This is an optimization exercise on Yosys and OpenROAD, whose aim is small area, not a production implementation.
In this exercise RTL edits were held to simulation tests only and were not proved equivalent to the original.
The clock port is modelled as an ideal driver, which makes a skipped or thinned clock tree look cheaper than it is; a real chip needs a root buffer or a tree.

==> amber: inputs <==
==> flow/design.v (excerpt) <==
module fir_lowpass
  (input  logic clock, reset,
   input  logic [15:0] xin,
   output logic [15:0] y);
    logic [15:0] xr;   
    logic [15:0] a1;   
    logic [15:0] a2;   
    logic [15:0] a3;   
    logic [14:0] a4;   
    logic [14:0] a5;   
    logic [14:0] a6;   
    logic [13:0] a7;   
    logic [13:0] a8;   
    logic [12:0] a9;   
    logic [15:0] d0;
    logic [15:0] d1;
    logic [15:0] d2;
    logic [15:0] d3;
    logic [14:0] d4;
    logic [14:0] d5;
    logic [14:0] d6;
    logic [13:0] d7;
    logic [13:0] d8;
    logic [12:0] d9;
    logic n1;
    logic n2;
    logic n3;
    logic n4;
    logic n5;
    logic n6;
    logic n7;
    logic n8;
    logic n9;
    logic n10;
    logic n11;
    logic n12;
    logic n13;
    logic n14;
    logic n15;
    logic n16;
    logic n17;
    logic n18;
    logic n19;
    logic n20;
    logic n21;
    logic n22;
    logic n23;
    logic n24;
    logic n25;
    logic n26;
    logic n27;
    logic n28;
    logic n29;
    logic n30;
    logic n31;
    logic n32;
    logic n33;
    logic n34;
    logic n35;
    logic n36;
    logic n37;
    logic n38;
    logic n39;
    logic n40;
    logic n41;
    logic n42;
    logic n43;
    logic n44;
    logic n45;
    logic n46;
    logic n47;
    logic n48;
  ...
clock: 20.0 ns
lec_check: 0
cap_margin: 20
core_margin: 2
core_utilization: 70
slew_margin: 20
synth_hierarchical: 1
standard.sh (not shown) runs the stock make flow with config.mk's settings and CLKGATE_MAP_FILE= SYNTH_SCRIPT=/design/flow/synth_recipe.tcl, a recipe that flattens the netlist after the stock synthesis.
==> flow/flow/run.sh <==
#!/bin/bash
# The standard layout (standard.sh: ORFS from synthesis to finish) with three changes:
# - ports are buffered with the smallest buffer (BUFFER_PORTS_ARGS);
# - clock tree synthesis inserts no dummy loads;
# - after clock tree synthesis, flow/post_cts.tcl replaces its tree with a two-level tree of
#   fewer buffers (flow/mytree.tcl).
# ORFS keeps each tool's log under orfs/logs/; make's own output goes to make_finish.log here.
set -euo pipefail
here=$(pwd)
export POST_CTS_TCL="$here/flow/post_cts.tcl"
CTS="-sink_clustering_enable -repair_clock_nets -dont_use_dummy_load -buf_list sky130_fd_sc_hd__clkbuf_8"
bash standard.sh "BUFFER_PORTS_ARGS=-buffer_cell sky130_fd_sc_hd__buf_1" "CTS_ARGS=$CTS" "POST_CTS_TCL=$POST_CTS_TCL" finish > make_finish.log 2>&1
==> flow/flow/post_cts.tcl <==
# POST_CTS_TCL hook: swap the clock tree that clock_tree_synthesis built for a two-level tree of
# fewer, larger clock buffers (clock port -> one root buffer -> leaf buffers -> flip-flops),
# then legalize the placement again.
set here [file dirname $::env(POST_CTS_TCL)]
source $here/mytree.tcl
source $here/replace_tree.tcl
replace_clock_tree 6 sky130_fd_sc_hd__clkbuf_16 sky130_fd_sc_hd__clkbuf_8
detailed_placement
check_placement -verbose
estimate_parasitics -placement
Other scripts of this flow, unchanged in this note and not shown: flow/flow/mytree.tcl, flow/flow/replace_tree.tcl
==> garnet: changes against amber <==
--- a/flow/flow/post_cts.tcl
+++ b/flow/flow/post_cts.tcl
@@ -4,7 +4,7 @@
 set here [file dirname $::env(POST_CTS_TCL)]
 source $here/mytree.tcl
 source $here/replace_tree.tcl
-replace_clock_tree 6 sky130_fd_sc_hd__clkbuf_16 sky130_fd_sc_hd__clkbuf_8
+replace_clock_tree 10 sky130_fd_sc_hd__clkbuf_8 sky130_fd_sc_hd__clkbuf_4
 detailed_placement
 check_placement -verbose
 estimate_parasitics -placement
==> flow_summary.ini <==
[outcome]
status = timing/DRC/antenna clean

[route]
drtIter0Drc = 369

[sta]
clock_skew_ps = 22.32

[worst_setup_path]
cp_slowest_stage_delay_ps = 580

[cells_and_area]
nNetsFinal = 1050
diodes = 1
final_util_pct = 74.91
Source of the figures above: garnet

==> flow_summary.ini <==
[outcome]
status = timing/DRC/antenna clean

[route]
drtIter0Drc = 365

[worst_setup_path]
cp_top_family = adder cells
cp_slowest_stage_delay_ps = 590
crit_top_cell = fa_1

[cells_and_area]
final_util_pct = 75.03
nNetsFinal = 1046

[sta]
timing.hold.ws_ps = 569.6
clock_skew_ps = 18.17
Source of the figures above: amber

In every run of this note, the design's own scripts or RTL, not TritonCTS, make the clock network.

==> port drivers added, routing unchanged <==
The results above use ideal ports. As a check the final layouts listed here were re-extracted and re-timed, cells and wires unchanged. Step 1, drivers: a clkbuf_16 drives clock and a buf_2 each remaining input, both assumed. Step 2, shift: input delay + t, output delay - t, t = (earliest + latest rising clock arrival at the registers) / 2. This alone moves slack from input paths to output paths. a / b / c = no drivers / after step 1 / after step 2; a / b = the first two.
run | t (ns) | setup WS [ns] | clock arrival spread, ns | worst data-port slew with drivers (ns)
amber | 0.458 | 6.158 / 6.158 / 6.158 | 0.019 / 0.018 | 0.04
garnet | 0.596 | 6.157 / 6.157 / 6.157 | 0.023 / 0.024 | 0.04
After both steps setup and hold are still met in every run listed.
